What follows belongs to an exercise in optimizing a design on an open flow for small area; a production flow would make more cautious choices.
Where RTL was checked, it was by simulation tests only, not by an equivalence proof against the original.
No activity file was given, so power comes from the tool's default toggle rates.

==> job 6937 <==
Design dynamic_display_top, start of the top module:
module dynamic_display_top(
	input wire sys_clk,
	input wire sys_rst_n,
	input wire stop,
	output wire stcp,
	output wire shcp,
	output reg  ds,
	output wire oe
);
==> module dynamic_display_top, before the edit <==
module dynamic_display_top(
	input wire sys_clk,
	input wire sys_rst_n,
	input wire stop,
	output wire stcp,
	output wire shcp,
	output reg  ds,
	output wire oe
);
assign oe = ~sys_rst_n;
reg       stop_deb, run_n;
reg [3:0] deb_cnt;
reg [3:0] pre;
wire deb_hit = (stop != stop_deb) && (deb_cnt == 4'd15);
always @(posedge sys_clk or negedge sys_rst_n)
	if (!sys_rst_n) begin
		stop_deb <= 1'b1;
		deb_cnt  <= 4'd0;
	end else begin
		if (stop != stop_deb)
			deb_cnt <= deb_cnt + 1'b1;
		else
			deb_cnt <= 4'd0;
		if (deb_hit)
			stop_deb <= stop;
	end
always @(posedge sys_clk or negedge sys_rst_n)
	if (!sys_rst_n)
		run_n <= 1'b1;
	else if (deb_hit && stop_deb)
		run_n <= ~run_n;
always @(posedge sys_clk or negedge sys_rst_n)
	if (!sys_rst_n)
		pre <= 4'd1;
	else if (run_n)
		pre <= pre + 1'b1;
wire cnt_flag = (pre == 4'd14);
reg [3:0] d0, d1, d2, d3, d4, d5;
wire c0 = cnt_flag;
wire c1 = c0 & (d0 == 4'd9);
wire c2 = c1 & (d1 == 4'd9);
wire c3 = c2 & (d2 == 4'd9);
wire c4 = c3 & (d3 == 4'd9);
wire c5 = c4 & (d4 == 4'd9);
always @(posedge sys_clk or negedge sys_rst_n)
	if (!sys_rst_n) begin
		d0 <= 4'd0; d1 <= 4'd0; d2 <= 4'd0;
		d3 <= 4'd0; d4 <= 4'd0; d5 <= 4'd0;
	end else begin
		if (c0) d0 <= (d0 == 4'd9) ? 4'd0 : d0 + 1'b1;
		if (c1) d1 <= (d1 == 4'd9) ? 4'd0 : d1 + 1'b1;
		if (c2) d2 <= (d2 == 4'd9) ? 4'd0 : d2 + 1'b1;
		if (c3) d3 <= (d3 == 4'd9) ? 4'd0 : d3 + 1'b1;
		if (c4) d4 <= (d4 == 4'd9) ? 4'd0 : d4 + 1'b1;
		if (c5) d5 <= (d5 == 4'd9) ? 4'd0 : d5 + 1'b1;
	end
reg [5:0] ph;
reg [2:0] idx;
reg [2:0] c7;
reg [3:0] cvt;
wire step4 = (ph[1:0] == 2'd3);
wire step64 = (ph == 6'd63);
always @(posedge sys_clk or negedge sys_rst_n)
	if (!sys_rst_n) begin
		ph   <= 6'd63;
		idx  <= 3'd6;
		c7   <= 3'd0;
		cvt  <= 4'd10;
	end else begin
		ph <= ph + 1'b1;
		if (step64)
			idx <= (idx == 3'd5) ? 3'd0 : idx + 1'b1;
		if (ph[2:0] == 3'd3)
			c7 <= (c7 == 3'd6) ? 3'd0 : c7 + 1'b1;
		if (step4)
			cvt <= (cvt == 4'd10) ? 4'd0 : cvt + 1'b1;
	end
wire started = (idx != 3'd6);
wire snap   = (cvt == 4'd10) && (ph[1:0] == 2'd2);
wire near   = (ph[5:4] == 2'd0);      
wire [2:0] nidx = idx + 3'd1 + {2'd0, ph[5]};
reg  [2:0] sidx;
always @*
	case (nidx)
		3'd7: sidx = 3'd1;
		3'd6: sidx = 3'd0;
		default: sidx = nidx;
	endcase
reg [3:0] sdig;
always @*
	case (sidx)
		3'd0: sdig = d0;
		3'd1: sdig = d1;
		3'd2: sdig = d2;
		3'd3: sdig = (d3 != 4'd0 || d4 != 4'd0 || d5 != 4'd0) ? d3 : 4'd11;
		3'd4: sdig = (d4 != 4'd0 || d5 != 4'd0) ? d4 : 4'd11;
		default: sdig = (d5 != 4'd0) ? d5 : 4'd11;
	endcase
reg [3:0] qa, qb, disp;
always @(posedge sys_clk)
	if (snap && !near)
		qa <= sdig;
always @(posedge sys_clk or negedge sys_rst_n)
	if (!sys_rst_n)
		qb <= 4'd0;
	else if (snap && near)
		qb <= sdig;
	else if (step64 && started)
		qb <= qa;
always @(posedge sys_clk or negedge sys_rst_n)
	if (!sys_rst_n)
		disp <= 4'd0;
	else if (step64)
		disp <= qb;
reg [7:0] seg;
always @*
	case (disp)
		4'd0 : seg = {1'b1,7'b100_0000};
		4'd1 : seg = {1'b1,7'b111_1001};
		4'd2 : seg = {1'b1,7'b010_0100};
		4'd3 : seg = {1'b1,7'b011_0000};
		4'd4 : seg = {1'b1,7'b001_1001};
		4'd5 : seg = {1'b1,7'b001_0010};
		4'd6 : seg = {1'b1,7'b000_0010};
		4'd7 : seg = {1'b1,7'b111_1000};
		4'd8 : seg = {1'b1,7'b000_0000};
		4'd9 : seg = {1'b1,7'b001_0000};
		default: seg = 8'b1111_1111;
	endcase
wire [2:0] bsel = {c7[1:0], ~ph[2]};
reg ds_n;
always @*
	if (c7 < 3'd3)
		ds_n = (idx == bsel);
	else if (c7 == 3'd3 && ph[2])
		ds_n = (idx != 3'd2);
	else
		case ({c7, ~ph[2]})
			4'd7:  ds_n = seg[6];
			4'd8:  ds_n = seg[5];
			4'd9:  ds_n = seg[4];
			4'd10: ds_n = seg[3];
			4'd11: ds_n = seg[2];
			4'd12: ds_n = seg[1];
			default: ds_n = seg[0];
		endcase
always @(posedge sys_clk or negedge sys_rst_n)
	if (!sys_rst_n)
		ds <= 1'b0;
	else if (step4)
		ds <= ds_n;
assign shcp = started & ph[1];
assign stcp = started & step4 & (c7 == 3'd0) & ph[2];
endmodule
==> flow/config.mk <==
export PLATFORM = sky130hd
export DESIGN_NAME = dynamic_display_top
export DESIGN_NICKNAME = dynamic_display_top
export VERILOG_FILES = /design/flow/design.v
export SDC_FILE = /design/flow/constraint.sdc
export NUM_CORES = 4
export LEC_CHECK = 0
export CAP_MARGIN = 20
export CORE_MARGIN = 2
export CORE_UTILIZATION = 40
export SLEW_MARGIN = 20
==> flow/constraint.sdc <==
create_clock -name core_clock -period 10.0 [get_ports {sys_clk}]
set_input_delay 2.0000 -clock core_clock [delete_from_list [all_inputs] [get_ports {sys_clk}]]
set_output_delay 2.0000 -clock core_clock [all_outputs]
set_load 0.01 [all_outputs]
standard.sh (not shown) runs the stock make flow with config.mk's settings and CLKGATE_MAP_FILE= SYNTH_SCRIPT=/design/flow/synth_recipe.tcl, a recipe that flattens the netlist after the stock synthesis.
==> flow/flow/run.sh <==
#!/bin/bash
# Layout flow: the standard flow (standard.sh), with two changes:
#  - synthesis maps with an area-oriented ABC script (flow/abc.script)
#    instead of ORFS's delay-oriented one, and without mapping adders to
#    half/full-adder cells first; everything else in synthesis,
#    including the registers it makes, is unchanged;
#  - clock tree synthesis without dummy loads and with small buffers.
# Each step's full output goes to its own log file in this folder.
set -euo pipefail
here=$(pwd)
rm -rf scripts_abc
cp -r "$FLOW_HOME/scripts" scripts_abc
cp flow/abc.script scripts_abc/abc_speed.script
cp flow/abc.script scripts_abc/abc_area.script
SCRIPTS_DIR="$here/scripts_abc" bash standard.sh ADDER_MAP_FILE= synth > synth.log 2>&1
CTS="-sink_clustering_enable -repair_clock_nets -dont_use_dummy_load"
if [[ -f flow/cts_args ]]; then CTS=$(cat flow/cts_args); fi
bash standard.sh "CTS_ARGS=$CTS" finish > layout.log 2>&1
==> flow/flow/abc.script <==
strash
&get -n
&deepsyn -T 60
&put
dch -f
amap
topo
==> flow/flow/cts_args <==
-repair_clock_nets -dont_use_dummy_load -buf_list sky130_fd_sc_hd__clkbuf_8 -root_buf sky130_fd_sc_hd__clkbuf_8
==> job 7505 (differences from job 6937) <==
--- a/flow/design.v
+++ b/flow/design.v
@@ -10,6 +10,5 @@
 assign oe = ~sys_rst_n;
-reg       stop_deb, run_n;
+reg       stop_deb, stop_dly, running, cnt_flag;
 reg [3:0] deb_cnt;
-reg [3:0] pre;
-wire deb_hit = (stop != stop_deb) && (deb_cnt == 4'd15);
+reg [3:0] cnt_ms;
 always @(posedge sys_clk or negedge sys_rst_n)
@@ -17,10 +16,12 @@
 		stop_deb <= 1'b1;
+		stop_dly <= 1'b1;
 		deb_cnt  <= 4'd0;
 	end else begin
-		if (stop != stop_deb)
+		if (stop != stop_deb) begin
 			deb_cnt <= deb_cnt + 1'b1;
-		else
+			if (deb_cnt == 4'd15)
+				stop_deb <= stop;
+		end else
 			deb_cnt <= 4'd0;
-		if (deb_hit)
-			stop_deb <= stop;
+		stop_dly <= stop_deb;
 	end
@@ -28,11 +29,15 @@
 	if (!sys_rst_n)
-		run_n <= 1'b1;
-	else if (deb_hit && stop_deb)
-		run_n <= ~run_n;
+		running <= 1'b1;
+	else if (stop_dly && !stop_deb)
+		running <= ~running;
 always @(posedge sys_clk or negedge sys_rst_n)
 	if (!sys_rst_n)
-		pre <= 4'd1;
-	else if (run_n)
-		pre <= pre + 1'b1;
-wire cnt_flag = (pre == 4'd14);
+		cnt_ms <= 4'd0;
+	else if (running)
+		cnt_ms <= cnt_ms + 1'b1;
+always @(posedge sys_clk or negedge sys_rst_n)
+	if (!sys_rst_n)
+		cnt_flag <= 1'b0;
+	else
+		cnt_flag <= (cnt_ms == 4'd14);
 reg [3:0] d0, d1, d2, d3, d4, d5;
@@ -58,3 +63,3 @@
 reg [2:0] idx;
-reg [2:0] c7;
+reg [3:0] bitn;
 reg [3:0] cvt;
@@ -66,3 +71,3 @@
 		idx  <= 3'd6;
-		c7   <= 3'd0;
+		bitn <= 4'd0;
 		cvt  <= 4'd10;
@@ -72,10 +77,10 @@
 			idx <= (idx == 3'd5) ? 3'd0 : idx + 1'b1;
-		if (ph[2:0] == 3'd3)
-			c7 <= (c7 == 3'd6) ? 3'd0 : c7 + 1'b1;
-		if (step4)
-			cvt <= (cvt == 4'd10) ? 4'd0 : cvt + 1'b1;
+		if (step4) begin
+			bitn <= (bitn == 4'd13) ? 4'd0 : bitn + 1'b1;
+			cvt  <= (cvt == 4'd10) ? 4'd0 : cvt + 1'b1;
+		end
 	end
 wire started = (idx != 3'd6);
-wire snap   = (cvt == 4'd10) && (ph[1:0] == 2'd2);
-wire near   = (ph[5:4] == 2'd0);      
+wire snap   = (cvt == 4'd0) && (ph[1:0] == 2'd0);
+wire near   = (ph[5:2] <= 4'd4);      
 wire [2:0] nidx = idx + 3'd1 + {2'd0, ph[5]};
@@ -99,17 +104,17 @@
 reg [3:0] qa, qb, disp;
-always @(posedge sys_clk)
-	if (snap && !near)
-		qa <= sdig;
 always @(posedge sys_clk or negedge sys_rst_n)
-	if (!sys_rst_n)
+	if (!sys_rst_n) begin
+		qa <= 4'd0;
 		qb <= 4'd0;
-	else if (snap && near)
-		qb <= sdig;
-	else if (step64 && started)
-		qb <= qa;
-always @(posedge sys_clk or negedge sys_rst_n)
-	if (!sys_rst_n)
 		disp <= 4'd0;
-	else if (step64)
-		disp <= qb;
+	end else begin
+		if (snap && !near)
+			qa <= sdig;
+		if (snap && near)
+			qb <= sdig;
+		else if (step64)
+			qb <= qa;
+		if (step64)
+			disp <= qb;
+	end
 reg [7:0] seg;
@@ -129,19 +134,6 @@
 	endcase
-wire [2:0] bsel = {c7[1:0], ~ph[2]};
-reg ds_n;
-always @*
-	if (c7 < 3'd3)
-		ds_n = (idx == bsel);
-	else if (c7 == 3'd3 && ph[2])
-		ds_n = (idx != 3'd2);
-	else
-		case ({c7, ~ph[2]})
-			4'd7:  ds_n = seg[6];
-			4'd8:  ds_n = seg[5];
-			4'd9:  ds_n = seg[4];
-			4'd10: ds_n = seg[3];
-			4'd11: ds_n = seg[2];
-			4'd12: ds_n = seg[1];
-			default: ds_n = seg[0];
-		endcase
+wire dot = (idx != 3'd2);
+wire [13:0] frame = {seg[0],seg[1],seg[2],seg[3],seg[4],seg[5],seg[6],dot,
+                     idx == 3'd5, idx == 3'd4, idx == 3'd3,
+                     idx == 3'd2, idx == 3'd1, idx == 3'd0};
 always @(posedge sys_clk or negedge sys_rst_n)
@@ -150,5 +142,5 @@
 	else if (step4)
-		ds <= ds_n;
+		ds <= frame[bitn];
 assign shcp = started & ph[1];
-assign stcp = started & step4 & (c7 == 3'd0) & ph[2];
+assign stcp = started & step4 & (bitn == 4'd0);
 endmodule
==> flow/run.sh (new file) <==
#!/bin/bash
# synth_recipe.tcl (not shown) runs the flow's synth.tcl, then flattens the netlist and writes it again
# the make line also repeats each setting of config.mk as NAME=value (left out here)
make -C /OpenROAD-flow-scripts/flow DESIGN_CONFIG=/design/flow/config.mk WORK_HOME=/design/flow/orfs CLKGATE_MAP_FILE= SYNTH_SCRIPT=/design/flow/synth_recipe.tcl finish
removed: flow/flow/run.sh
removed: flow/flow/abc.script
removed: flow/flow/cts_args
removed: flow/standard.sh
==> job 9325 (differences from job 6937) <==
==> flow/flow/cts_args (replaced) <==
-sink_clustering_enable -repair_clock_nets -dont_use_dummy_load -sink_clustering_size 100 -sink_clustering_max_diameter 1000 -buf_list sky130_fd_sc_hd__clkbuf_4 sky130_fd_sc_hd__clkbuf_8
==> job 375 (differences from job 6937) <==
--- a/flow/design.v
+++ b/flow/design.v
@@ -39,7 +39,13 @@
 wire c0 = cnt_flag;
-wire c1 = c0 & (d0 == 4'd9);
-wire c2 = c1 & (d1 == 4'd9);
-wire c3 = c2 & (d2 == 4'd9);
-wire c4 = c3 & (d3 == 4'd9);
-wire c5 = c4 & (d4 == 4'd9);
+wire c1 = c0 & d0[0] & d0[3];
+wire c2 = c1 & d1[0] & d1[3];
+wire c3 = c2 & d2[0] & d2[3];
+wire c4 = c3 & d3[0] & d3[3];
+wire c5 = c4 & d4[0] & d4[3];
+function [3:0] binc(input [3:0] q, input c);
+	binc = {q[3] ^ (c & q[0] & (q[3] | (q[1] & q[2]))),
+	        q[2] ^ (c & q[0] & q[1]),
+	        q[1] ^ (c & q[0] & ~q[3]),
+	        q[0] ^ c};
+endfunction
 always @(posedge sys_clk or negedge sys_rst_n)
@@ -49,8 +55,8 @@
 	end else begin
-		if (c0) d0 <= (d0 == 4'd9) ? 4'd0 : d0 + 1'b1;
-		if (c1) d1 <= (d1 == 4'd9) ? 4'd0 : d1 + 1'b1;
-		if (c2) d2 <= (d2 == 4'd9) ? 4'd0 : d2 + 1'b1;
-		if (c3) d3 <= (d3 == 4'd9) ? 4'd0 : d3 + 1'b1;
-		if (c4) d4 <= (d4 == 4'd9) ? 4'd0 : d4 + 1'b1;
-		if (c5) d5 <= (d5 == 4'd9) ? 4'd0 : d5 + 1'b1;
+		d0 <= binc(d0, c0);
+		d1 <= binc(d1, c1);
+		d2 <= binc(d2, c2);
+		d3 <= binc(d3, c3);
+		d4 <= binc(d4, c4);
+		d5 <= binc(d5, c5);
 	end
==> flow/flow/cts_args (replaced) <==
-sink_clustering_enable -repair_clock_nets -dont_use_dummy_load -buf_list sky130_fd_sc_hd__clkbuf_4 -root_buf sky130_fd_sc_hd__clkbuf_8
==> comparison <==
- Job 375 went through all stages and came out clean. Job 7505 finished clean. Job 6937 completed with no timing, DRC or antenna violations. Job 9325 ended with an error in clock tree synthesis.
- The highest wire length belongs to job 7505, the lowest to job 375.
- Between job 7505 and job 375, the lower cell area is in job 375 (gap 25%, measured against job 375).
- Clock skew: job 7505 < job 375 < job 6937.
- Power: job 375 is smaller than job 7505 (18%).
- Critical path depth is the same in job 6937 and job 375.
- In sequential cell count, job 6937 and job 375 do not differ.
- In job 375 the first-iteration DRC count is larger than in job 6937, by 97%.
- The highest maximum frequency belongs to job 7505, the lowest to job 375.
- Die area, lowest first: job 375, job 6937, job 7505.
==> figures <==
quantity                                                           job 7505    job 375              job 9325    job 6937
Sum of buffers and inverters on the critical path                         4          4                     -           4
Vias in the first global route                                        2,506      2,130                     -       2,097
Number of setup violations in the final report                            0          0                     -           0
Share of the yosys chip area belonging to registers                  0.4537     0.5599                0.5501      0.5525
Horiz. Die Dim                                                     99.87 µm   88.86 µm              89.61 µm    89.43 µm
Power, Total                                                      0.5927 mW  0.4886 mW                     -   0.4405 mW
Placed cell count                                                       471        436                   443         431
Smallest setup slack after layout                                  4.703 ns   4.672 ns                     -    4.678 ns
Final weighted congestion of routability-driven global placement     0.7903     0.7800                0.8267      0.8355
Outcome                                    no timing/DRC/antenna violations  no timing/DRC/antenna violations        did not finish  no timing/DRC/antenna violations
Stage where the flow stopped                                              -          -  clock tree synthesis           -
Final core utilization                                               0.4537     0.4639                     -      0.4500
Sum of negative setup slack                                            0 ns       0 ns                     -        0 ns
Net Switching                                                     0.1478 mW  0.1187 mW                     -  0.09468 mW
Flip-flop and latch share of the layout cell area                    0.4175     0.5061                     -      0.4994
Power consumed by combinational cells                             0.0508 mW  0.0345 mW                     -   0.0114 mW
Worst-path fanout max                                                    67         60                     -          60
Kind of critical path                                             in -> out  in -> out                     -   in -> out
Number of fill cells in the layout                                      832        663                     -         711
DRC violation total after the first TritonRoute iteration               102        171                     -          87
Only the layout flow was run in job 6937 and job 9325; the RTL was not checked for function there.

==> separate check: timing with driven ports <==
How much do the figures lean on ideal ports? The routed layouts below were timed once more, with nothing changed but the port constraints.
Step 1 (the two cells are an assumption about what drives the block):
set clk [get_ports {sys_clk}]
set_driving_cell -lib_cell sky130_fd_sc_hd__clkbuf_16 $clk
set_driving_cell -lib_cell sky130_fd_sc_hd__buf_2 [delete_from_list [all_inputs] $clk]
Step 2 moves the port delays by t, midway between the first and last clock arrival at a register: inputs arrive t later, outputs are due t later. That takes back most of the time a late clock gives input paths.
Three values: no drivers, after step 1, after step 2; two values: the first two.
run | shift t [ns] | slack for setup (ns) | cell pins on the clock port's net
job 6937 | 0.363 | 4.678 / 4.658 / 4.658 | 1
job 7505 | 0.365 | 4.703 / 4.681 / 4.681 | 1
job 375 | 0.365 | 4.672 / 4.651 / 4.651 | 1
After both steps every run listed still meets setup and hold. The setup slack of job 7505, which loses most, moves by -0.022 ns with the drivers and by -0.022 ns with both steps.
